Context: an optimization exercise on an open-source flow, tuned for small area and a short achievable clock period. The choices shown serve that exercise and are no tape-out recipe. No functional check of the RTL was part of any run shown here. Power and IR drop assume default switching activity.

$ cat config.mk
export PLATFORM = sky130hd
export DESIGN_NAME = exec_top
export DESIGN_NICKNAME = exec_top
export VERILOG_FILES = /design/flow/design.v
export SDC_FILE = /design/flow/constraint.sdc
export NUM_CORES = 4
export LEC_CHECK = 0
export CAP_MARGIN = 20
export CORE_MARGIN = 2
export CORE_UTILIZATION = 45
export SLEW_MARGIN = 20
$ cat constraint.sdc
create_clock -name core_clock -period 5.5 [get_ports {clk}]
set_input_delay 1.1000 -clock core_clock [delete_from_list [all_inputs] [get_ports {clk}]]
set_output_delay 1.1000 -clock core_clock [all_outputs]
set_load 0.01 [all_outputs]
$ cat design.v
`timescale 1ns/1ps
module exec_top (clk, rs1_d, rs2i_d, imm_d, op_a, op_l, op_s, sel_r, bra_c, pc_v, off_v, b_rs1_pc,
                 res_d_op, res_bra, res_brt_dma);
    input clk;
    input [31:0] rs1_d, rs2i_d, imm_d, pc_v, off_v;
    input [3:0] op_a, op_s;
    input [2:0] op_l;
    input [1:0] sel_r;
    input [2:0] bra_c;
    input b_rs1_pc;
    output reg [31:0] res_d_op, res_brt_dma;
    output reg res_bra;
    reg [31:0] q_rs1_d, q_rs2i_d, q_imm_d, q_pc_v, q_off_v;
    reg [3:0] q_op_a, q_op_s;
    reg [2:0] q_op_l, q_bra_c;
    reg [1:0] q_sel_r;
    reg q_b_rs1_pc;
    wire [31:0] w_res_d_op, w_res_brt_dma;
    wire w_res_bra;
    always @(posedge clk) begin
        q_rs1_d <= rs1_d; q_rs2i_d <= rs2i_d; q_imm_d <= imm_d; q_pc_v <= pc_v; q_off_v <= off_v;
        q_op_a <= op_a; q_op_s <= op_s; q_op_l <= op_l; q_bra_c <= bra_c; q_sel_r <= sel_r;
        q_b_rs1_pc <= b_rs1_pc;
        res_d_op <= w_res_d_op;
        res_brt_dma <= w_res_brt_dma;
        res_bra <= w_res_bra;
    end
    exec u_exec (.rs1_d(q_rs1_d), .rs2i_d(q_rs2i_d), .imm_d(q_imm_d), .op_a(q_op_a), .op_l(q_op_l),
                 .op_s(q_op_s), .sel_r(q_sel_r), .bra_c(q_bra_c), .res_d_op(w_res_d_op),
                 .res_bra(w_res_bra), .pc_v(q_pc_v), .off_v(q_off_v), .b_rs1_pc(q_b_rs1_pc),
                 .res_brt_dma(w_res_brt_dma));
endmodule

`timescale 1ns/1ps
module exec (rs1_d, rs2i_d, imm_d, op_a, op_l, op_s, sel_r, bra_c, res_d_op, res_bra, pc_v, off_v,  b_rs1_pc, res_brt_dma);
    input [31:0] rs1_d, rs2i_d, imm_d, pc_v, off_v;
    input [3:0] op_a, op_s;
    input [2:0] op_l;
    input [1:0] sel_r;
    input [2:0] bra_c;
    input b_rs1_pc;
    output [31:0] res_d_op, res_brt_dma;
    output res_bra;
    wire [31:0] a = rs1_d;
    wire [31:0] b = rs2i_d;
    wire sub = (op_a == 4'b1000) | (op_a[2:1] == 2'b01);
    wire slt = (op_a[2:1] == 2'b01);
    wire [31:0] sum;
    wire cout;
    exec_add32a u_add (.a(a), .b(b ^ {32{sub}}), .cin(sub), .s(sum), .cout(cout));
    wire r32 = cout ^ sub;
    wire [31:0] res_l = (op_l == 3'b110) ? (a | b) :
                        (op_l == 3'b111) ? (a & b) : (a ^ b);
    wire shr = (op_s[2:0] == 3'b101);
    wire [31:0] a_rev;
    genvar i;
    generate for (i = 0; i < 32; i = i + 1) begin : g_rev
        assign a_rev[i] = a[31 - i];
    end endgenerate
    wire [31:0] sh_out = (shr ? a : a_rev) >> b[4:0];
    wire [31:0] sh_out_rev;
    generate for (i = 0; i < 32; i = i + 1) begin : g_rev2
        assign sh_out_rev[i] = sh_out[31 - i];
    end endgenerate
    wire en_a = (sel_r == 2'b00) & ~slt;
    wire en_t = (sel_r == 2'b00) & slt;
    wire en_l = (sel_r == 2'b01);
    wire en_r = (sel_r == 2'b10) & shr;
    wire en_f = (sel_r == 2'b10) & ~shr;
    wire en_b = (sel_r == 2'b11);
    assign res_d_op = ({32{en_a}} & sum) | ({32{en_l}} & res_l) | ({32{en_r}} & sh_out) |
                      ({32{en_f}} & sh_out_rev) | ({32{en_b}} & b) |
                      {31'b0, en_t & (r32 ^ op_a[0])};
    wire zero = sub ? (a == b) : ((a | b) == 32'b0);
    assign res_bra = (bra_c[2:1] == 2'b00) ? (zero ^ bra_c[0]) :
                     bra_c[2] ? (r32 ^ bra_c[1] ^ bra_c[0]) : 1'b0;
    wire bco;
    exec_add32b u_badd (.a(b_rs1_pc ? pc_v : rs1_d), .b(off_v), .cin(1'b0), .s(res_brt_dma), .cout(bco));
endmodule
module exec_add32a (a, b, cin, s, cout);
    input [31:0] a, b;
    input cin;
    output [31:0] s;
    output cout;
    wire [31:0] p = a ^ b;
    wire [31:0] g = a & b;
    wire g0c = g[0] | (p[0] & cin);
    wire G0_1 = g[1] | (p[1] & g0c);
    wire P0_1 = p[1] & p[0];
    wire G0_3 = g[3] | (p[3] & g[2]);
    wire P0_3 = p[3] & p[2];
    wire G0_5 = g[5] | (p[5] & g[4]);
    wire P0_5 = p[5] & p[4];
    wire G0_7 = g[7] | (p[7] & g[6]);
    wire P0_7 = p[7] & p[6];
    wire G0_9 = g[9] | (p[9] & g[8]);
    wire P0_9 = p[9] & p[8];
    wire G0_11 = g[11] | (p[11] & g[10]);
    wire P0_11 = p[11] & p[10];
    wire G0_13 = g[13] | (p[13] & g[12]);
    wire P0_13 = p[13] & p[12];
    wire G0_15 = g[15] | (p[15] & g[14]);
    wire P0_15 = p[15] & p[14];
    wire G0_17 = g[17] | (p[17] & g[16]);
    wire P0_17 = p[17] & p[16];
    wire G0_19 = g[19] | (p[19] & g[18]);
    wire P0_19 = p[19] & p[18];
    wire G0_21 = g[21] | (p[21] & g[20]);
    wire P0_21 = p[21] & p[20];
    wire G0_23 = g[23] | (p[23] & g[22]);
    wire P0_23 = p[23] & p[22];
    wire G0_25 = g[25] | (p[25] & g[24]);
    wire P0_25 = p[25] & p[24];
    wire G0_27 = g[27] | (p[27] & g[26]);
    wire P0_27 = p[27] & p[26];
    wire G0_29 = g[29] | (p[29] & g[28]);
    wire P0_29 = p[29] & p[28];
    wire G0_31 = g[31] | (p[31] & g[30]);
    wire P0_31 = p[31] & p[30];
    wire G1_2 = g[2] | (p[2] & G0_1);
    wire P1_2 = p[2] & P0_1;
    wire G1_3 = G0_3 | (P0_3 & G0_1);
    wire P1_3 = P0_3 & P0_1;
    wire G1_6 = g[6] | (p[6] & G0_5);
    wire P1_6 = p[6] & P0_5;
    wire G1_7 = G0_7 | (P0_7 & G0_5);
    wire P1_7 = P0_7 & P0_5;
    wire G1_10 = g[10] | (p[10] & G0_9);
    wire P1_10 = p[10] & P0_9;
    wire G1_11 = G0_11 | (P0_11 & G0_9);
    wire P1_11 = P0_11 & P0_9;
    wire G1_14 = g[14] | (p[14] & G0_13);
    wire P1_14 = p[14] & P0_13;
    wire G1_15 = G0_15 | (P0_15 & G0_13);
    wire P1_15 = P0_15 & P0_13;
    wire G1_18 = g[18] | (p[18] & G0_17);
    wire P1_18 = p[18] & P0_17;
    wire G1_19 = G0_19 | (P0_19 & G0_17);
    wire P1_19 = P0_19 & P0_17;
    wire G1_22 = g[22] | (p[22] & G0_21);
    wire P1_22 = p[22] & P0_21;
    wire G1_23 = G0_23 | (P0_23 & G0_21);
    wire P1_23 = P0_23 & P0_21;
    wire G1_26 = g[26] | (p[26] & G0_25);
    wire P1_26 = p[26] & P0_25;
    wire G1_27 = G0_27 | (P0_27 & G0_25);
    wire P1_27 = P0_27 & P0_25;
    wire G1_30 = g[30] | (p[30] & G0_29);
    wire P1_30 = p[30] & P0_29;
    wire G1_31 = G0_31 | (P0_31 & G0_29);
    wire P1_31 = P0_31 & P0_29;
    wire G2_4 = g[4] | (p[4] & G1_3);
    wire P2_4 = p[4] & P1_3;
    wire G2_5 = G0_5 | (P0_5 & G1_3);
    wire P2_5 = P0_5 & P1_3;
    wire G2_6 = G1_6 | (P1_6 & G1_3);
    wire P2_6 = P1_6 & P1_3;
    wire G2_7 = G1_7 | (P1_7 & G1_3);
    wire P2_7 = P1_7 & P1_3;
    wire G2_12 = g[12] | (p[12] & G1_11);
    wire P2_12 = p[12] & P1_11;
    wire G2_13 = G0_13 | (P0_13 & G1_11);
    wire P2_13 = P0_13 & P1_11;
    wire G2_14 = G1_14 | (P1_14 & G1_11);
    wire P2_14 = P1_14 & P1_11;
    wire G2_15 = G1_15 | (P1_15 & G1_11);
    wire P2_15 = P1_15 & P1_11;
    wire G2_20 = g[20] | (p[20] & G1_19);
    wire P2_20 = p[20] & P1_19;
    wire G2_21 = G0_21 | (P0_21 & G1_19);
    wire P2_21 = P0_21 & P1_19;
    wire G2_22 = G1_22 | (P1_22 & G1_19);
    wire P2_22 = P1_22 & P1_19;
    wire G2_23 = G1_23 | (P1_23 & G1_19);
    wire P2_23 = P1_23 & P1_19;
    wire G2_28 = g[28] | (p[28] & G1_27);
    wire P2_28 = p[28] & P1_27;
    wire G2_29 = G0_29 | (P0_29 & G1_27);
    wire P2_29 = P0_29 & P1_27;
    wire G2_30 = G1_30 | (P1_30 & G1_27);
    wire P2_30 = P1_30 & P1_27;
    wire G2_31 = G1_31 | (P1_31 & G1_27);
    wire P2_31 = P1_31 & P1_27;
    wire G3_8 = g[8] | (p[8] & G2_7);
    wire P3_8 = p[8] & P2_7;
    wire G3_9 = G0_9 | (P0_9 & G2_7);
    wire P3_9 = P0_9 & P2_7;
    wire G3_10 = G1_10 | (P1_10 & G2_7);
    wire P3_10 = P1_10 & P2_7;
    wire G3_11 = G1_11 | (P1_11 & G2_7);
    wire P3_11 = P1_11 & P2_7;
    wire G3_12 = G2_12 | (P2_12 & G2_7);
    wire P3_12 = P2_12 & P2_7;
    wire G3_13 = G2_13 | (P2_13 & G2_7);
    wire P3_13 = P2_13 & P2_7;
    wire G3_14 = G2_14 | (P2_14 & G2_7);
    wire P3_14 = P2_14 & P2_7;
    wire G3_15 = G2_15 | (P2_15 & G2_7);
    wire P3_15 = P2_15 & P2_7;
    wire G3_24 = g[24] | (p[24] & G2_23);
    wire P3_24 = p[24] & P2_23;
    wire G3_25 = G0_25 | (P0_25 & G2_23);
    wire P3_25 = P0_25 & P2_23;
    wire G3_26 = G1_26 | (P1_26 & G2_23);
    wire P3_26 = P1_26 & P2_23;
    wire G3_27 = G1_27 | (P1_27 & G2_23);
    wire P3_27 = P1_27 & P2_23;
    wire G3_28 = G2_28 | (P2_28 & G2_23);
    wire P3_28 = P2_28 & P2_23;
    wire G3_29 = G2_29 | (P2_29 & G2_23);
    wire P3_29 = P2_29 & P2_23;
    wire G3_30 = G2_30 | (P2_30 & G2_23);
    wire P3_30 = P2_30 & P2_23;
    wire G3_31 = G2_31 | (P2_31 & G2_23);
    wire P3_31 = P2_31 & P2_23;
    wire G4_16 = g[16] | (p[16] & G3_15);
    wire P4_16 = p[16] & P3_15;
    wire G4_17 = G0_17 | (P0_17 & G3_15);
    wire P4_17 = P0_17 & P3_15;
    wire G4_18 = G1_18 | (P1_18 & G3_15);
    wire P4_18 = P1_18 & P3_15;
    wire G4_19 = G1_19 | (P1_19 & G3_15);
    wire P4_19 = P1_19 & P3_15;
    wire G4_20 = G2_20 | (P2_20 & G3_15);
    wire P4_20 = P2_20 & P3_15;
    wire G4_21 = G2_21 | (P2_21 & G3_15);
    wire P4_21 = P2_21 & P3_15;
    wire G4_22 = G2_22 | (P2_22 & G3_15);
    wire P4_22 = P2_22 & P3_15;
    wire G4_23 = G2_23 | (P2_23 & G3_15);
    wire P4_23 = P2_23 & P3_15;
    wire G4_24 = G3_24 | (P3_24 & G3_15);
    wire P4_24 = P3_24 & P3_15;
    wire G4_25 = G3_25 | (P3_25 & G3_15);
    wire P4_25 = P3_25 & P3_15;
    wire G4_26 = G3_26 | (P3_26 & G3_15);
    wire P4_26 = P3_26 & P3_15;
    wire G4_27 = G3_27 | (P3_27 & G3_15);
    wire P4_27 = P3_27 & P3_15;
    wire G4_28 = G3_28 | (P3_28 & G3_15);
    wire P4_28 = P3_28 & P3_15;
    wire G4_29 = G3_29 | (P3_29 & G3_15);
    wire P4_29 = P3_29 & P3_15;
    wire G4_30 = G3_30 | (P3_30 & G3_15);
    wire P4_30 = P3_30 & P3_15;
    wire G4_31 = G3_31 | (P3_31 & G3_15);
    wire P4_31 = P3_31 & P3_15;
    assign s[0] = p[0] ^ cin;
    assign s[1] = p[1] ^ g0c;
    assign s[2] = p[2] ^ G0_1;
    assign s[3] = p[3] ^ G1_2;
    assign s[4] = p[4] ^ G1_3;
    assign s[5] = p[5] ^ G2_4;
    assign s[6] = p[6] ^ G2_5;
    assign s[7] = p[7] ^ G2_6;
    assign s[8] = p[8] ^ G2_7;
    assign s[9] = p[9] ^ G3_8;
    assign s[10] = p[10] ^ G3_9;
    assign s[11] = p[11] ^ G3_10;
    assign s[12] = p[12] ^ G3_11;
    assign s[13] = p[13] ^ G3_12;
    assign s[14] = p[14] ^ G3_13;
    assign s[15] = p[15] ^ G3_14;
    assign s[16] = p[16] ^ G3_15;
    assign s[17] = p[17] ^ G4_16;
    assign s[18] = p[18] ^ G4_17;
    assign s[19] = p[19] ^ G4_18;
    assign s[20] = p[20] ^ G4_19;
    assign s[21] = p[21] ^ G4_20;
    assign s[22] = p[22] ^ G4_21;
    assign s[23] = p[23] ^ G4_22;
    assign s[24] = p[24] ^ G4_23;
    assign s[25] = p[25] ^ G4_24;
    assign s[26] = p[26] ^ G4_25;
    assign s[27] = p[27] ^ G4_26;
    assign s[28] = p[28] ^ G4_27;
    assign s[29] = p[29] ^ G4_28;
    assign s[30] = p[30] ^ G4_29;
    assign s[31] = p[31] ^ G4_30;
    assign cout = G4_31;
endmodule
module exec_add32b (a, b, cin, s, cout);
    input [31:0] a, b;
    input cin;
    output [31:0] s;
    output cout;
    wire [31:0] p = a ^ b;
    wire [31:0] g = a & b;
    wire g0c = g[0] | (p[0] & cin);
    wire G0_1 = g[1] | (p[1] & g0c);
    wire P0_1 = p[1] & p[0];
    wire G0_3 = g[3] | (p[3] & g[2]);
    wire P0_3 = p[3] & p[2];
    wire G0_5 = g[5] | (p[5] & g[4]);
    wire P0_5 = p[5] & p[4];
    wire G0_7 = g[7] | (p[7] & g[6]);
    wire P0_7 = p[7] & p[6];
    wire G0_9 = g[9] | (p[9] & g[8]);
    wire P0_9 = p[9] & p[8];
    wire G0_11 = g[11] | (p[11] & g[10]);
    wire P0_11 = p[11] & p[10];
    wire G0_13 = g[13] | (p[13] & g[12]);
    wire P0_13 = p[13] & p[12];
    wire G0_15 = g[15] | (p[15] & g[14]);
    wire P0_15 = p[15] & p[14];
    wire G0_17 = g[17] | (p[17] & g[16]);
    wire P0_17 = p[17] & p[16];
    wire G0_19 = g[19] | (p[19] & g[18]);
    wire P0_19 = p[19] & p[18];
    wire G0_21 = g[21] | (p[21] & g[20]);
    wire P0_21 = p[21] & p[20];
    wire G0_23 = g[23] | (p[23] & g[22]);
    wire P0_23 = p[23] & p[22];
    wire G0_25 = g[25] | (p[25] & g[24]);
    wire P0_25 = p[25] & p[24];
    wire G0_27 = g[27] | (p[27] & g[26]);
    wire P0_27 = p[27] & p[26];
    wire G0_29 = g[29] | (p[29] & g[28]);
    wire P0_29 = p[29] & p[28];
    wire G0_31 = g[31] | (p[31] & g[30]);
    wire P0_31 = p[31] & p[30];
    wire G1_2 = g[2] | (p[2] & G0_1);
    wire P1_2 = p[2] & P0_1;
    wire G1_3 = G0_3 | (P0_3 & G0_1);
    wire P1_3 = P0_3 & P0_1;
    wire G1_6 = g[6] | (p[6] & G0_5);
    wire P1_6 = p[6] & P0_5;
    wire G1_7 = G0_7 | (P0_7 & G0_5);
    wire P1_7 = P0_7 & P0_5;
    wire G1_10 = g[10] | (p[10] & G0_9);
    wire P1_10 = p[10] & P0_9;
    wire G1_11 = G0_11 | (P0_11 & G0_9);
    wire P1_11 = P0_11 & P0_9;
    wire G1_14 = g[14] | (p[14] & G0_13);
    wire P1_14 = p[14] & P0_13;
    wire G1_15 = G0_15 | (P0_15 & G0_13);
    wire P1_15 = P0_15 & P0_13;
    wire G1_18 = g[18] | (p[18] & G0_17);
    wire P1_18 = p[18] & P0_17;
    wire G1_19 = G0_19 | (P0_19 & G0_17);
    wire P1_19 = P0_19 & P0_17;
    wire G1_22 = g[22] | (p[22] & G0_21);
    wire P1_22 = p[22] & P0_21;
    wire G1_23 = G0_23 | (P0_23 & G0_21);
    wire P1_23 = P0_23 & P0_21;
    wire G1_26 = g[26] | (p[26] & G0_25);
    wire P1_26 = p[26] & P0_25;
    wire G1_27 = G0_27 | (P0_27 & G0_25);
    wire P1_27 = P0_27 & P0_25;
    wire G1_30 = g[30] | (p[30] & G0_29);
    wire P1_30 = p[30] & P0_29;
    wire G1_31 = G0_31 | (P0_31 & G0_29);
    wire P1_31 = P0_31 & P0_29;
    wire G2_4 = g[4] | (p[4] & G1_3);
    wire P2_4 = p[4] & P1_3;
    wire G2_5 = G0_5 | (P0_5 & G1_3);
    wire P2_5 = P0_5 & P1_3;
    wire G2_6 = G1_6 | (P1_6 & G1_3);
    wire P2_6 = P1_6 & P1_3;
    wire G2_7 = G1_7 | (P1_7 & G1_3);
    wire P2_7 = P1_7 & P1_3;
    wire G2_12 = g[12] | (p[12] & G1_11);
    wire P2_12 = p[12] & P1_11;
    wire G2_13 = G0_13 | (P0_13 & G1_11);
    wire P2_13 = P0_13 & P1_11;
    wire G2_14 = G1_14 | (P1_14 & G1_11);
    wire P2_14 = P1_14 & P1_11;
    wire G2_15 = G1_15 | (P1_15 & G1_11);
    wire P2_15 = P1_15 & P1_11;
    wire G2_20 = g[20] | (p[20] & G1_19);
    wire P2_20 = p[20] & P1_19;
    wire G2_21 = G0_21 | (P0_21 & G1_19);
    wire P2_21 = P0_21 & P1_19;
    wire G2_22 = G1_22 | (P1_22 & G1_19);
    wire P2_22 = P1_22 & P1_19;
    wire G2_23 = G1_23 | (P1_23 & G1_19);
    wire P2_23 = P1_23 & P1_19;
    wire G2_28 = g[28] | (p[28] & G1_27);
    wire P2_28 = p[28] & P1_27;
    wire G2_29 = G0_29 | (P0_29 & G1_27);
    wire P2_29 = P0_29 & P1_27;
    wire G2_30 = G1_30 | (P1_30 & G1_27);
    wire P2_30 = P1_30 & P1_27;
    wire G2_31 = G1_31 | (P1_31 & G1_27);
    wire P2_31 = P1_31 & P1_27;
    wire G3_8 = g[8] | (p[8] & G2_7);
    wire P3_8 = p[8] & P2_7;
    wire G3_9 = G0_9 | (P0_9 & G2_7);
    wire P3_9 = P0_9 & P2_7;
    wire G3_10 = G1_10 | (P1_10 & G2_7);
    wire P3_10 = P1_10 & P2_7;
    wire G3_11 = G1_11 | (P1_11 & G2_7);
    wire P3_11 = P1_11 & P2_7;
    wire G3_12 = G2_12 | (P2_12 & G2_7);
    wire P3_12 = P2_12 & P2_7;
    wire G3_13 = G2_13 | (P2_13 & G2_7);
    wire P3_13 = P2_13 & P2_7;
    wire G3_14 = G2_14 | (P2_14 & G2_7);
    wire P3_14 = P2_14 & P2_7;
    wire G3_15 = G2_15 | (P2_15 & G2_7);
    wire P3_15 = P2_15 & P2_7;
    wire G3_24 = g[24] | (p[24] & G2_23);
    wire P3_24 = p[24] & P2_23;
    wire G3_25 = G0_25 | (P0_25 & G2_23);
    wire P3_25 = P0_25 & P2_23;
    wire G3_26 = G1_26 | (P1_26 & G2_23);
    wire P3_26 = P1_26 & P2_23;
    wire G3_27 = G1_27 | (P1_27 & G2_23);
    wire P3_27 = P1_27 & P2_23;
    wire G3_28 = G2_28 | (P2_28 & G2_23);
    wire P3_28 = P2_28 & P2_23;
    wire G3_29 = G2_29 | (P2_29 & G2_23);
    wire P3_29 = P2_29 & P2_23;
    wire G3_30 = G2_30 | (P2_30 & G2_23);
    wire P3_30 = P2_30 & P2_23;
    wire G3_31 = G2_31 | (P2_31 & G2_23);
    wire P3_31 = P2_31 & P2_23;
    wire G4_16 = g[16] | (p[16] & G3_15);
    wire P4_16 = p[16] & P3_15;
    wire G4_17 = G0_17 | (P0_17 & G3_15);
    wire P4_17 = P0_17 & P3_15;
    wire G4_18 = G1_18 | (P1_18 & G3_15);
    wire P4_18 = P1_18 & P3_15;
    wire G4_19 = G1_19 | (P1_19 & G3_15);
    wire P4_19 = P1_19 & P3_15;
    wire G4_20 = G2_20 | (P2_20 & G3_15);
    wire P4_20 = P2_20 & P3_15;
    wire G4_21 = G2_21 | (P2_21 & G3_15);
    wire P4_21 = P2_21 & P3_15;
    wire G4_22 = G2_22 | (P2_22 & G3_15);
    wire P4_22 = P2_22 & P3_15;
    wire G4_23 = G2_23 | (P2_23 & G3_15);
    wire P4_23 = P2_23 & P3_15;
    wire G4_24 = G3_24 | (P3_24 & G3_15);
    wire P4_24 = P3_24 & P3_15;
    wire G4_25 = G3_25 | (P3_25 & G3_15);
    wire P4_25 = P3_25 & P3_15;
    wire G4_26 = G3_26 | (P3_26 & G3_15);
    wire P4_26 = P3_26 & P3_15;
    wire G4_27 = G3_27 | (P3_27 & G3_15);
    wire P4_27 = P3_27 & P3_15;
    wire G4_28 = G3_28 | (P3_28 & G3_15);
    wire P4_28 = P3_28 & P3_15;
    wire G4_29 = G3_29 | (P3_29 & G3_15);
    wire P4_29 = P3_29 & P3_15;
    wire G4_30 = G3_30 | (P3_30 & G3_15);
    wire P4_30 = P3_30 & P3_15;
    wire G4_31 = G3_31 | (P3_31 & G3_15);
    wire P4_31 = P3_31 & P3_15;
    assign s[0] = p[0] ^ cin;
    assign s[1] = p[1] ^ g0c;
    assign s[2] = p[2] ^ G0_1;
    assign s[3] = p[3] ^ G1_2;
    assign s[4] = p[4] ^ G1_3;
    assign s[5] = p[5] ^ G2_4;
    assign s[6] = p[6] ^ G2_5;
    assign s[7] = p[7] ^ G2_6;
    assign s[8] = p[8] ^ G2_7;
    assign s[9] = p[9] ^ G3_8;
    assign s[10] = p[10] ^ G3_9;
    assign s[11] = p[11] ^ G3_10;
    assign s[12] = p[12] ^ G3_11;
    assign s[13] = p[13] ^ G3_12;
    assign s[14] = p[14] ^ G3_13;
    assign s[15] = p[15] ^ G3_14;
    assign s[16] = p[16] ^ G3_15;
    assign s[17] = p[17] ^ G4_16;
    assign s[18] = p[18] ^ G4_17;
    assign s[19] = p[19] ^ G4_18;
    assign s[20] = p[20] ^ G4_19;
    assign s[21] = p[21] ^ G4_20;
    assign s[22] = p[22] ^ G4_21;
    assign s[23] = p[23] ^ G4_22;
    assign s[24] = p[24] ^ G4_23;
    assign s[25] = p[25] ^ G4_24;
    assign s[26] = p[26] ^ G4_25;
    assign s[27] = p[27] ^ G4_26;
    assign s[28] = p[28] ^ G4_27;
    assign s[29] = p[29] ^ G4_28;
    assign s[30] = p[30] ^ G4_29;
    assign s[31] = p[31] ^ G4_30;
    assign cout = G4_31;
endmodule
$ cat run.sh
#!/bin/bash
# synth_recipe.tcl (not shown) runs the flow's synth.tcl, then flattens the netlist and writes it again
# the make line also repeats each setting of config.mk as NAME=value (left out here)
make -C /OpenROAD-flow-scripts/flow DESIGN_CONFIG=/design/flow/config.mk WORK_HOME=/design/flow/orfs CLKGATE_MAP_FILE= SYNTH_SCRIPT=/design/flow/synth_recipe.tcl finish
==> results of run 1 <==
==> cell usage in the layout (no fill, tap or decap), types with 23 or more instances in the layout <==
| cell type | Yosys | routed |
|---|---|---|
| clkdlybuf4s50_1 | 0 | 209 |
| dfxtp_1 | 209 | 206 |
| nand2_1 | 137 | 136 |
| ha_1 | 124 | 124 |
| a21oi_1 | 121 | 121 |
| nor2_1 | 116 | 116 |
| o21ai_0 | 89 | 89 |
| inv_1 | 85 | 85 |
| xnor2_1 | 55 | 55 |
| mux2i_1 | 52 | 52 |
| mux4_2 | 25 | 25 |
| clkbuf_16 | 0 | 23 |
==> logic make-up after synthesis <==
| family | Yosys count | share of synthesized area, % |
|---|---|---|
| DFF | 209 | 34.1 |
| muxes | 85 | 9.99 |
| buffers and inverters | 157 | 5.20 |
| AOI/OAI and AO/OA | 348 | 17.9 |
| and+or+nand+nor | 367 | 13.4 |
| adders and majority gates | 134 | 14.3 |
| xor gates and xnor gates | 72 | 5.15 |
==> worst max path at each step <==
stage,from,end,slack (ns),depth (start not counted)
6_report,q_op_a[3],res_bra,1.16,13
3_5_place_dp,q_op_a[3],res_bra,1.34,13
5_1_grt,q_op_a[3],res_d_op[25],0.85,14
3_3_place_gp,q_op_a[3],res_bra,1.29,13
4_1_cts,q_op_a[3],res_bra,1.31,13
2_1_floorplan,q_op_a[3],res_d_op[24],1.58,15
==> flip-flops by register name (all words and copies together), names as in the netlist <==
signal and flops:
q_op_l 3, q_pc_v 32, res_d_op 32, q_b_rs1_pc 1
q_op_a 4, q_sel_r 2, q_rs1_d 32, q_bra_c 3
res_bra 1, res_brt_dma 32, q_rs2i_d 32, q_off_v 32
q_op_s 3
==> routing by layer <==
layer | up-vias | track usage, %
met5 | - | 0
met1 | 5188 | 38.6
li1 | 5253 | -
met3 | 72 | 5.26
met4 | 0 | 10.1
met2 | 453 | 47.8
==> area by class of cell <==
type	instances	area share (%)
Inverter	88	2.15
Timing Repair Buffer	225	14.6
Clock inverter	9	0.539
Sequential cell	209	27.3
Clock buffer	30	4.06
Tap cell	341	2.78
Multi-Input combinational cell	1006	48.6
==> per-stage QoR <==
| step | util, % | total power, W | cell area [um^2] | setup WS (ns) | instances |
|---|---|---|---|---|---|
| 5_1_grt | 57.0 | 0.00481 | 15300 | 0.850 | 1908 |
| 3_5_place_dp | 54.3 | 0.00314 | 14600 | 1.34 | 1868 |
| 3_3_place_gp | 54.3 | 0.00313 | 14600 | 1.29 | 1868 |
| 2_1_floorplan | - | 0.00255 | 12300 | 1.58 | 1372 |
| 6_report | 57.0 | 0.00459 | 15300 | 1.16 | 1908 |
| 4_1_cts | 56.9 | 0.00461 | 15300 | 1.31 | 1907 |
==> report_power, final <==
part,total [W],switching [W],internal [W]
combinational,0.00135,0.000699,0.000650
sequential,0.00178,0.000110,0.00167
clock,0.00146,0.000613,0.000843
==> worst max-delay path, cell delays in order (launching register included) <==
cell	delay, ns
dfxtp_1	0.29
nor2b_1	0.14
o21bai_4	0.65
xnor2_1	0.14
ha_1	0.38
a21oi_1	0.26
o21ai_0	0.16
a211oi_1	0.67
o22ai_1	0.43
a21oi_2	0.33
nor2_1	0.08
a211oi_1	0.31
mux2_2	0.38
nand3_1	0.07
==> summary.md, run 1 <==
| Metric | Value |
|---|---|
| Crit path DAT | `4.81 ns` |
| Worst-skew pair later-pin latency | `0.53 ns` |
| Reg2reg end | `res_bra` |
| Clk_skew | `0.0248 ns` |
| GRT Util Overall | `29.1%` |
| Residual DRC count | `0` |
| Post-CTS sizing | `0` |
| Bufs on Longest Clock Path | `3` |
| Die ar. | `28600 um^2` |
| WL met1 | `18.2 mm` |
| Tcrit/Tclk final | `79.0%` |
| Leakage | `6.62 nW` |
| FF+latch count, synth | `209` |
| Routed WL | `42.2 mm` |
| Most numerous cell in the Yosys netlist | `dfxtp_1` |
| R2R Setup Slk | `1.16 ns` |
| Worst slew pin tran | `1.11 ns` |
| Synthesized instance count | `1372` |
| Slew Limit Fails | `0` |
| DR vias | `11000` |
| Most frequent cells after synthesis | `dfxtp_1 (209), nand2_1 (137), ha_1 (124)` |
| Initial antenna violation count | `1` |
| Die W | `169 um` |
| Max FO, Critical Path | `19` |
| Initial Util | `45.6%` |
| Num ports | `243` |
| HP Start | `q_off_v[0]` |
| Register Area | `4190 um^2` |
| Post-cts hold buffer count | `0` |
| CTS sink count | `209` |
| Post-route ant nets | `0` |
| Vias in the first global route | `10600` |
| Hold Crit Depth | `1` |
| Crit path capture type | `flop` |
| Worst IR drop on VDD | `375 uV` |
| Minimum clock period | `4.34 ns` |
| Share of layout cells above drive strength 1 | `6.25%` |
| Synth Warn # | `1` |
| Num CTS Buffers | `23` |
| Nets | `1865` |
| Outcome | `finished clean` |
| H-tree levels | `1` |
| Synth top area cells | `dfxtp_1 (34%), ha_1 (13%), a21oi_1 (4.9%), mux4_2 (4.6%), mux2i_1 (4.2%)` |
| Port bufs | `209` |
| Max Used Layer | `met4` |
| Pin count of the biggest net entering global routing | `65` |
| Final setup violation count | `0` |
| Met2 wire len | `19.1 mm` |
| Gp weighted congestion | `0.960` |
| Ys flop type | `dfxtp_1` |
| Netlist cell types | `73` |
| Sum of negative setup slack | `0 ns` |
| Yosys top cell area share | `34.1%` |
| Mean Syn Cell Area | `8.93 um^2` |
| CTS tree | `yes` |
| Total congestion overflow | `0` |
| Post-synth EDFFs | `0` |
| Startpoint Class | `flop` |
| Worst path required time | `5.97 ns` |
| Reg2reg path depth | `13` |
| Max cap viols | `0` |
| DRT iter0 DRCs | `916` |
| Hold Violations, Final | `0` |
| Die Ht | `169 um` |
| Synth-to-Final Area Change | `25.1%` |
| WHS | `0.463 ns` |
| TritonRoute pass-1 iters | `6` |
| P per Cell Area | `299 nW/um^2` |
| First-pass GRT wire length | `62.7 mm` |
| Setup bufs post-CTS | `0` |
| FP Rows | `60` |
| Async SR Flop Fraction | `0%` |
| Cell accounting for the most synthesized area | `dfxtp_1` |
| Area occupied by multi-input gates | `7450 um^2` |
| Diode count | `0` |
| RSZ-0062 raised after global routing | `no` |
| R2r startpoint | `q_op_a[3]` |
| Avg WL per Cell | `22.1 um` |
| Synthesized area | `12300 um^2` |
| Via density | `5.75` |
| Synth Net Count | `1684` |
| Detailed placement HPWL | `32.8 mm` |
| Fmax achieved | `230 MHz` |
| CTS clk-pin slew, worst paths | `0.06 ns` |
| Min-Delay Path Class | `reg -> reg` |
| Seq/Total Area, Yosys | `34.1%` |
| Clk root buf | `clkbuf_16` |
| Metal3 WL | `3.34 mm` |
| Fillers | `2447` |
| Crit path kind | `reg -> reg` |
| Hold Path End | `res_brt_dma[0]` |
| Core Region | `26900 um^2` |
| Max_slew headroom | `25.8%` |
==> run 2, diff against run 1 <==
--- a/design.v
+++ b/design.v
@@ -47,8 +47,10 @@
     wire slt = (op_a[2:1] == 2'b01);
-    wire [31:0] sum;
-    wire cout;
-    exec_add32a u_add (.a(a), .b(b ^ {32{sub}}), .cin(sub), .s(sum), .cout(cout));
-    wire r32 = cout ^ sub;
+    wire [31:0] x = a ^ b;
+    wire [32:0] ca, cs;
+    exec_pfx_a u_ca (.g(a & b), .t(a | b), .cin(1'b0), .c(ca));
+    exec_pfx_a u_cs (.g(a & ~b), .t(a | ~b), .cin(1'b1), .c(cs));
+    wire [31:0] sum = sub ? ~(x ^ cs[31:0]) : (x ^ ca[31:0]);
+    wire r32 = sub ? ~cs[32] : ca[32];
     wire [31:0] res_l = (op_l == 3'b110) ? (a | b) :
-                        (op_l == 3'b111) ? (a & b) : (a ^ b);
+                        (op_l == 3'b111) ? (a & b) : x;
     wire shr = (op_s[2:0] == 3'b101);
@@ -73,3 +75,3 @@
                       {31'b0, en_t & (r32 ^ op_a[0])};
-    wire zero = sub ? (a == b) : ((a | b) == 32'b0);
+    wire zero = sub ? ~|x : ~|(a | b);
     assign res_bra = (bra_c[2:1] == 2'b00) ? (zero ^ bra_c[0]) :
@@ -79,76 +81,73 @@
 endmodule
-module exec_add32a (a, b, cin, s, cout);
-    input [31:0] a, b;
+module exec_pfx_a (g, t, cin, c);
+    input [31:0] g, t;
     input cin;
-    output [31:0] s;
-    output cout;
-    wire [31:0] p = a ^ b;
-    wire [31:0] g = a & b;
-    wire g0c = g[0] | (p[0] & cin);
-    wire G0_1 = g[1] | (p[1] & g0c);
-    wire P0_1 = p[1] & p[0];
-    wire G0_3 = g[3] | (p[3] & g[2]);
-    wire P0_3 = p[3] & p[2];
-    wire G0_5 = g[5] | (p[5] & g[4]);
-    wire P0_5 = p[5] & p[4];
-    wire G0_7 = g[7] | (p[7] & g[6]);
-    wire P0_7 = p[7] & p[6];
-    wire G0_9 = g[9] | (p[9] & g[8]);
-    wire P0_9 = p[9] & p[8];
-    wire G0_11 = g[11] | (p[11] & g[10]);
-    wire P0_11 = p[11] & p[10];
-    wire G0_13 = g[13] | (p[13] & g[12]);
-    wire P0_13 = p[13] & p[12];
-    wire G0_15 = g[15] | (p[15] & g[14]);
-    wire P0_15 = p[15] & p[14];
-    wire G0_17 = g[17] | (p[17] & g[16]);
-    wire P0_17 = p[17] & p[16];
-    wire G0_19 = g[19] | (p[19] & g[18]);
-    wire P0_19 = p[19] & p[18];
-    wire G0_21 = g[21] | (p[21] & g[20]);
-    wire P0_21 = p[21] & p[20];
-    wire G0_23 = g[23] | (p[23] & g[22]);
-    wire P0_23 = p[23] & p[22];
-    wire G0_25 = g[25] | (p[25] & g[24]);
-    wire P0_25 = p[25] & p[24];
-    wire G0_27 = g[27] | (p[27] & g[26]);
-    wire P0_27 = p[27] & p[26];
-    wire G0_29 = g[29] | (p[29] & g[28]);
-    wire P0_29 = p[29] & p[28];
-    wire G0_31 = g[31] | (p[31] & g[30]);
-    wire P0_31 = p[31] & p[30];
-    wire G1_2 = g[2] | (p[2] & G0_1);
-    wire P1_2 = p[2] & P0_1;
+    output [32:0] c;
+    wire g0c = g[0] | (t[0] & cin);
+    wire G0_1 = g[1] | (t[1] & g0c);
+    wire P0_1 = t[1] & t[0];
+    wire G0_3 = g[3] | (t[3] & g[2]);
+    wire P0_3 = t[3] & t[2];
+    wire G0_5 = g[5] | (t[5] & g[4]);
+    wire P0_5 = t[5] & t[4];
+    wire G0_7 = g[7] | (t[7] & g[6]);
+    wire P0_7 = t[7] & t[6];
+    wire G0_9 = g[9] | (t[9] & g[8]);
+    wire P0_9 = t[9] & t[8];
+    wire G0_11 = g[11] | (t[11] & g[10]);
+    wire P0_11 = t[11] & t[10];
+    wire G0_13 = g[13] | (t[13] & g[12]);
+    wire P0_13 = t[13] & t[12];
+    wire G0_15 = g[15] | (t[15] & g[14]);
+    wire P0_15 = t[15] & t[14];
+    wire G0_17 = g[17] | (t[17] & g[16]);
+    wire P0_17 = t[17] & t[16];
+    wire G0_19 = g[19] | (t[19] & g[18]);
+    wire P0_19 = t[19] & t[18];
+    wire G0_21 = g[21] | (t[21] & g[20]);
+    wire P0_21 = t[21] & t[20];
+    wire G0_23 = g[23] | (t[23] & g[22]);
+    wire P0_23 = t[23] & t[22];
+    wire G0_25 = g[25] | (t[25] & g[24]);
+    wire P0_25 = t[25] & t[24];
+    wire G0_27 = g[27] | (t[27] & g[26]);
+    wire P0_27 = t[27] & t[26];
+    wire G0_29 = g[29] | (t[29] & g[28]);
+    wire P0_29 = t[29] & t[28];
+    wire G0_31 = g[31] | (t[31] & g[30]);
+    wire P0_31 = t[31] & t[30];
+    wire G1_2 = g[2] | (t[2] & G0_1);
+    wire P1_2 = t[2] & P0_1;
     wire G1_3 = G0_3 | (P0_3 & G0_1);
     wire P1_3 = P0_3 & P0_1;
-    wire G1_6 = g[6] | (p[6] & G0_5);
-    wire P1_6 = p[6] & P0_5;
+    wire G1_6 = g[6] | (t[6] & G0_5);
+    wire P1_6 = t[6] & P0_5;
     wire G1_7 = G0_7 | (P0_7 & G0_5);
     wire P1_7 = P0_7 & P0_5;
-    wire G1_10 = g[10] | (p[10] & G0_9);
-    wire P1_10 = p[10] & P0_9;
+    wire G1_10 = g[10] | (t[10] & G0_9);
+    wire P1_10 = t[10] & P0_9;
     wire G1_11 = G0_11 | (P0_11 & G0_9);
     wire P1_11 = P0_11 & P0_9;
-    wire G1_14 = g[14] | (p[14] & G0_13);
-    wire P1_14 = p[14] & P0_13;
+    wire G1_14 = g[14] | (t[14] & G0_13);
+    wire P1_14 = t[14] & P0_13;
     wire G1_15 = G0_15 | (P0_15 & G0_13);
     wire P1_15 = P0_15 & P0_13;
-    wire G1_18 = g[18] | (p[18] & G0_17);
-    wire P1_18 = p[18] & P0_17;
+    wire G1_18 = g[18] | (t[18] & G0_17);
+    wire P1_18 = t[18] & P0_17;
     wire G1_19 = G0_19 | (P0_19 & G0_17);
     wire P1_19 = P0_19 & P0_17;
-    wire G1_22 = g[22] | (p[22] & G0_21);
-    wire P1_22 = p[22] & P0_21;
+    wire G1_22 = g[22] | (t[22] & G0_21);
+    wire P1_22 = t[22] & P0_21;
     wire G1_23 = G0_23 | (P0_23 & G0_21);
     wire P1_23 = P0_23 & P0_21;
-    wire G1_26 = g[26] | (p[26] & G0_25);
-    wire P1_26 = p[26] & P0_25;
+    wire G1_26 = g[26] | (t[26] & G0_25);
+    wire P1_26 = t[26] & P0_25;
     wire G1_27 = G0_27 | (P0_27 & G0_25);
     wire P1_27 = P0_27 & P0_25;
-    wire G1_30 = g[30] | (p[30] & G0_29);
-    wire P1_30 = p[30] & P0_29;
+    wire G1_30 = g[30] | (t[30] & G0_29);
+    wire P1_30 = t[30] & P0_29;
     wire G1_31 = G0_31 | (P0_31 & G0_29);
     wire P1_31 = P0_31 & P0_29;
-    wire G2_4 = g[4] | (p[4] & G1_3);
-    wire P2_4 = p[4] & P1_3;
+    wire G2_4 = g[4] | (t[4] & G1_3);
+    wire P2_4 = t[4] & P1_3;
     wire G2_5 = G0_5 | (P0_5 & G1_3);
@@ -159,4 +158,4 @@
     wire P2_7 = P1_7 & P1_3;
-    wire G2_12 = g[12] | (p[12] & G1_11);
-    wire P2_12 = p[12] & P1_11;
+    wire G2_12 = g[12] | (t[12] & G1_11);
+    wire P2_12 = t[12] & P1_11;
     wire G2_13 = G0_13 | (P0_13 & G1_11);
@@ -167,4 +166,4 @@
     wire P2_15 = P1_15 & P1_11;
-    wire G2_20 = g[20] | (p[20] & G1_19);
-    wire P2_20 = p[20] & P1_19;
+    wire G2_20 = g[20] | (t[20] & G1_19);
+    wire P2_20 = t[20] & P1_19;
     wire G2_21 = G0_21 | (P0_21 & G1_19);
@@ -175,4 +174,4 @@
     wire P2_23 = P1_23 & P1_19;
-    wire G2_28 = g[28] | (p[28] & G1_27);
-    wire P2_28 = p[28] & P1_27;
+    wire G2_28 = g[28] | (t[28] & G1_27);
+    wire P2_28 = t[28] & P1_27;
     wire G2_29 = G0_29 | (P0_29 & G1_27);
@@ -183,4 +182,4 @@
     wire P2_31 = P1_31 & P1_27;
-    wire G3_8 = g[8] | (p[8] & G2_7);
-    wire P3_8 = p[8] & P2_7;
+    wire G3_8 = g[8] | (t[8] & G2_7);
+    wire P3_8 = t[8] & P2_7;
     wire G3_9 = G0_9 | (P0_9 & G2_7);
@@ -199,4 +198,4 @@
     wire P3_15 = P2_15 & P2_7;
-    wire G3_24 = g[24] | (p[24] & G2_23);
-    wire P3_24 = p[24] & P2_23;
+    wire G3_24 = g[24] | (t[24] & G2_23);
+    wire P3_24 = t[24] & P2_23;
     wire G3_25 = G0_25 | (P0_25 & G2_23);
@@ -215,4 +214,4 @@
     wire P3_31 = P2_31 & P2_23;
-    wire G4_16 = g[16] | (p[16] & G3_15);
-    wire P4_16 = p[16] & P3_15;
+    wire G4_16 = g[16] | (t[16] & G3_15);
+    wire P4_16 = t[16] & P3_15;
     wire G4_17 = G0_17 | (P0_17 & G3_15);
@@ -247,35 +246,35 @@
     wire P4_31 = P3_31 & P3_15;
-    assign s[0] = p[0] ^ cin;
-    assign s[1] = p[1] ^ g0c;
-    assign s[2] = p[2] ^ G0_1;
-    assign s[3] = p[3] ^ G1_2;
-    assign s[4] = p[4] ^ G1_3;
-    assign s[5] = p[5] ^ G2_4;
-    assign s[6] = p[6] ^ G2_5;
-    assign s[7] = p[7] ^ G2_6;
-    assign s[8] = p[8] ^ G2_7;
-    assign s[9] = p[9] ^ G3_8;
-    assign s[10] = p[10] ^ G3_9;
-    assign s[11] = p[11] ^ G3_10;
-    assign s[12] = p[12] ^ G3_11;
-    assign s[13] = p[13] ^ G3_12;
-    assign s[14] = p[14] ^ G3_13;
-    assign s[15] = p[15] ^ G3_14;
-    assign s[16] = p[16] ^ G3_15;
-    assign s[17] = p[17] ^ G4_16;
-    assign s[18] = p[18] ^ G4_17;
-    assign s[19] = p[19] ^ G4_18;
-    assign s[20] = p[20] ^ G4_19;
-    assign s[21] = p[21] ^ G4_20;
-    assign s[22] = p[22] ^ G4_21;
-    assign s[23] = p[23] ^ G4_22;
-    assign s[24] = p[24] ^ G4_23;
-    assign s[25] = p[25] ^ G4_24;
-    assign s[26] = p[26] ^ G4_25;
-    assign s[27] = p[27] ^ G4_26;
-    assign s[28] = p[28] ^ G4_27;
-    assign s[29] = p[29] ^ G4_28;
-    assign s[30] = p[30] ^ G4_29;
-    assign s[31] = p[31] ^ G4_30;
-    assign cout = G4_31;
+    assign c[0] = cin;
+    assign c[1] = g0c;
+    assign c[2] = G0_1;
+    assign c[3] = G1_2;
+    assign c[4] = G1_3;
+    assign c[5] = G2_4;
+    assign c[6] = G2_5;
+    assign c[7] = G2_6;
+    assign c[8] = G2_7;
+    assign c[9] = G3_8;
+    assign c[10] = G3_9;
+    assign c[11] = G3_10;
+    assign c[12] = G3_11;
+    assign c[13] = G3_12;
+    assign c[14] = G3_13;
+    assign c[15] = G3_14;
+    assign c[16] = G3_15;
+    assign c[17] = G4_16;
+    assign c[18] = G4_17;
+    assign c[19] = G4_18;
+    assign c[20] = G4_19;
+    assign c[21] = G4_20;
+    assign c[22] = G4_21;
+    assign c[23] = G4_22;
+    assign c[24] = G4_23;
+    assign c[25] = G4_24;
+    assign c[26] = G4_25;
+    assign c[27] = G4_26;
+    assign c[28] = G4_27;
+    assign c[29] = G4_28;
+    assign c[30] = G4_29;
+    assign c[31] = G4_30;
+    assign c[32] = G4_31;
 endmodule
==> flow/run.sh (new file) <==
#!/bin/bash
# Standard ORFS layout, with two changes to how it is made:
#  - synthesis leaves adders to ABC (no full/half-adder cell extraction),
#  - ports are buffered with the plain sky130 buffer instead of a delay cell.
set -euo pipefail
bash standard.sh ADDER_MAP_FILE= "BUFFER_PORTS_ARGS=-buffer_cell sky130_fd_sc_hd__buf_1" finish > flow_make.log 2>&1
==> standard.sh (new file) <==
#!/bin/bash
# synth_recipe.tcl (not shown) runs the flow's synth.tcl, then flattens the netlist and writes it again
# the make line also repeats each setting of config.mk as NAME=value (left out here)
make -C /OpenROAD-flow-scripts/flow DESIGN_CONFIG=/design/flow/config.mk WORK_HOME=/design/flow/orfs CLKGATE_MAP_FILE= SYNTH_SCRIPT=/design/flow/synth_recipe.tcl "${@:-finish}"
removed: run.sh
==> run 2 against run 1 <==
Worst hold slack better by 0.048 ns. Total power down 7.0%. Register-to-register slack better by 0.32 ns. Cell count up 1.1%. Via count up 3.4%. Area after synthesis down 1.4%. Combinational power down 26%. Sequential share of layout area up 3.3 points. Utilization down 4.9 points. Count of clock-buffer cells in the layout up 1. Critical path depth unchanged.
==> summary.md, run 2 <==
| Metric | Value |
|---|---|
| Diode count | `0 (unchanged)` |
| Outcome | `finished clean` |
| Fin worst setup slack | `1.47 ns (+0.318 ns)` |
| First-pass GRT wire length | `58.2 mm (-7.2%)` |
| Hold Path End | `res_brt_dma[0]` |
| DR vias | `11300 (+3.4%)` |
| Yosys top cell area share | `34.6% (+0.50 points)` |
| Startpoint Class | `flop` |
| H-tree levels | `1 (unchanged)` |
| Max cap viols | `0 (unchanged)` |
| CTS clk-pin slew, worst paths | `0.06 ns (about the same)` |
| Nets | `1757 (-5.8%)` |
| Fmax achieved | `248 MHz (+7.9%)` |
| DRT iter0 DRCs | `890 (-2.8%)` |
| Delay-heaviest family, CP | `compound AO/OA/AOI/OAI gates` |
| R2r startpoint | `q_rs2i_d[4]` |
| Worst IR drop on VDD | `261 uV (-30%)` |
| Ys flop type | `dfxtp_1` |
| RSZ-0062 raised after global routing | `no` |
| Residual DRC count | `0 (unchanged)` |
| Crit-path max cell delay | `0.84 ns (+0.17 ns)` |
| Vias in the first global route | `10500 (-0.97%)` |
| FP Rows | `59 (-1.7%)` |
| Leakage | `5.36 nW (-19%)` |
| Most common cell after layout, fill and taps aside | `buf_1` |
| Min-Delay Path Class | `reg -> reg` |
| P per Cell Area | `312 nW/um^2 (+4.3%)` |
| Bufs on Longest Clock Path | `3 (unchanged)` |
| Minimum clock period | `4.03 ns (-0.318 ns)` |
| Num ports | `243 (unchanged)` |
| Setup bufs post-CTS | `0 (unchanged)` |
| Netlist cell types | `84 (+15%)` |
| Die W | `168 um (-0.70%)` |
| Port bufs | `209 (unchanged)` |
| Core Region | `26200 um^2 (-2.5%)` |
| FF+latch count, synth | `209 (unchanged)` |
| Most frequent cells in the layout | `buf_1 (209), dfxtp_1 (206), nor2_1 (139)` |
| Tcrit/Tclk final | `73.2% (-5.8 points)` |
| Async SR Flop Fraction | `0% (unchanged)` |
| Clk root buf | `clkbuf_16` |
| Reg2reg end | `res_bra` |
| Gp weighted congestion | `1.02 (+5.9%)` |
| Via density | `5.88 (+2.3%)` |
| Routed WL | `38.0 mm (-10%)` |
| Buf+Inv Stages, Crit Path | `1 (+1)` |
| Detailed placement HPWL | `28.6 mm (-13%)` |
| Pin count of the biggest net entering global routing | `47 (-28%)` |
| Sum of negative setup slack | `0 ns (unchanged)` |
| Synth-to-Final Area Change | `13.2%` |
| Cell accounting for the most synthesized area | `dfxtp_1` |
| Synthesized instance count | `1442 (+5.1%)` |
| R2R Setup Slk | `1.47 ns (+0.32 ns)` |
| Slowest cell on the critical path | `dfxtp_1` |
| Synthesized area | `12100 um^2 (-1.4%)` |
| Seq/Total Area, Yosys | `34.6% (+0.50 points)` |
| CTS sink count | `209 (unchanged)` |
| Reg2reg path depth | `13 (unchanged)` |
| Crit path kind | `reg -> reg` |
| Share of layout cells above drive strength 1 | `7.28% (+1.0 points)` |
| HP Start | `q_off_v[0]` |
| Initial Util | `46.1% (+0.50 points)` |
| CTS tree | `yes` |
| Die Ht | `168 um (-0.70%)` |
| Worst slew pin tran | `1.02 ns (-0.0985 ns)` |
| Synth Net Count | `1620 (-3.8%)` |
| Crit path capture type | `flop` |
| Most numerous cell in the Yosys netlist | `dfxtp_1` |
| Synth top area cells | `dfxtp_1 (35%), mux2i_1 (8.4%), a21oi_1 (5.3%), xor2_1 (4.6%), nor2_1 (4.4%)` |
| Final setup violation count | `0 (unchanged)` |
| Setup slack at placement | `1.57 ns (+0.233 ns)` |
| Cell count along the critical path | `13 (unchanged)` |
| Max_slew headroom | `32.3% (+6.6 points)` |
| Hold Violations, Final | `0 (unchanged)` |
| TritonRoute pass-1 iters | `5 (-1)` |
| Clk_skew | `0.00624 ns (-0.0186 ns)` |
| Fillers | `2563 (+4.7%)` |
| Avg WL per Cell | `19.7 um (-11%)` |
| Hold Crit Depth | `1 (unchanged)` |
| Slew Limit Fails | `0 (unchanged)` |
| Num CTS Buffers | `22 (-4.3%)` |
| Total congestion overflow | `0 (unchanged)` |
| Most frequent cells after synthesis | `dfxtp_1 (209), nor2_1 (141), a21oi_1 (128)` |
| Worst path required time | `5.95 ns (-0.02 ns)` |
| Post-cts hold buffer count | `0 (unchanged)` |
| Worst-skew pair later-pin latency | `0.51 ns (-0.02 ns)` |
| Crit path DAT | `4.47 ns (-0.34 ns)` |
| Max FO, Critical Path | `23 (+4)` |
| Post-synth EDFFs | `0 (unchanged)` |
| Crit-path cells | `buf_4 -> nand3_1 -> a311oi_1 -> a211oi_2 -> o31a_2 -> o21ai_2 -> a2111oi_2 -> o221ai_2 -> a31oi_1 -> a211oi_2 -> o21ai_2 -> or4b_1 -> nand4_1` |
| Initial antenna violation count | `0 (-1)` |
| Post-CTS sizing | `0 (unchanged)` |
| Die ar. | `28200 um^2 (-1.4%)` |
| Synth Warn # | `1 (unchanged)` |
| Mean Syn Cell Area | `8.38 um^2 (-6.2%)` |
| Post-route ant nets | `0 (unchanged)` |
| GRT Util Overall | `26.0% (-3.1 points)` |
## run 2: changes by cell type after synthesis, sizes merged, moves of 25 or more
cell,delta
nand2,-44
ha,-124
mux4,-25
mux2i,+47
maj3,+43
clkbuf,+29
inv,-35
o221ai,+27
xor2,+47
nor2,+25
## run 2: worst max path at each step
stage	start	endpoint	slack, ns
6_report	q_rs2i_d[4]	res_bra	1.47
3_3_place_gp	q_rs2i_d[4]	res_d_op[19]	1.62
5_1_grt	q_rs2i_d[4]	res_d_op[19]	1.23
2_1_floorplan	q_b_rs1_pc	res_brt_dma[23]	2.32
4_1_cts	q_rs2i_d[4]	res_bra	1.54
3_5_place_dp	q_rs2i_d[4]	res_bra	1.57
## run 2: where the power goes
| part | internal, W | switching, W |
|---|---|---|
| logic | 0.000399 | 0.000605 |
| registers | 0.00167 | 0.000125 |
| clock network | 0.000884 | 0.000584 |
| total | 0.00295 | 0.00131 |
## run 2: through the flow
stage | instances | area (um^2) | hold WS [ns] | utilization, % | total power (W)
floorplan | 1442 | 12100 | 0.473 | - | 0.00250
global placement | 1889 | 12900 | 0.497 | 49.4 | 0.00280
detailed placement | 1889 | 12900 | 0.497 | 49.4 | 0.00281
CTS | 1928 | 13700 | 0.503 | 52.1 | 0.00430
global route | 1929 | 13700 | 0.547 | 52.2 | 0.00447
finish | 1929 | 13700 | 0.511 | 52.2 | 0.00427
## run 2: final cells by class
cell class	count	area, um^2	share of cell area [%]
tap	335	419	3.07
multi-input combinational	1067	7240	52.9
sequential	209	4190	30.6
clock buffer	31	626	4.58
timing repair buffer	226	910	6.65
clock inverter	8	92.6	0.677
inverter	53	199	1.46
## run 2: worst register-to-register path, delay by kind of cell, from the launching register on
family,cells,cell delay [ns]
AND/OR/NAND/NOR,3,0.73
buffers and inverters,1,0.35
flip-flops,1,0.84
AO/OA/AOI/OAI,9,2.05
## run 2: cells by family after synthesis
family                     share of synthesized area [%]
adders and majority gates                           3.68
muxes                                               10.5
buffers and inverters                               5.51
AOI/OAI and AO/OA                                   22.8
DFF                                                 34.6
and+or+nand+nor                                     14.5
xor gates and xnor gates                            8.34
## run 2: layer usage
metal,up-vias,wire length (um),GRT usage [%]
met3,62,2410,3.34
met2,467,17400,42.7
met4,0,987,7.56
li1,5470,-,-
met5,-,0,0
met1,5338,17200,35.9

-- re-timing with driven ports --
The flow's constraints put no driver on any port. The routed layouts listed below were extracted and timed again, unchanged, in two steps. Step 1 assumes that a clkbuf_16 drives the clock port and a buf_2 every other input. Step 2 times the ports against the registers' clock, not the clock port: input delays grow and output delays shrink by t, the midpoint of the rising clock arrivals with the driver on. a / b / c = ideal / step 1 / step 2; a / b = the first two.
run	t (ns)	slack for setup (ns)	worst setup path after step 2	clock arrival spread, ns
run 1	0.565	1.156 / 1.156 / 1.156	register to register	0.025 / 0.025
run 2	0.558	1.474 / 1.474 / 1.474	register to register	0.007 / 0.007
After both steps every run listed still meets setup and hold.
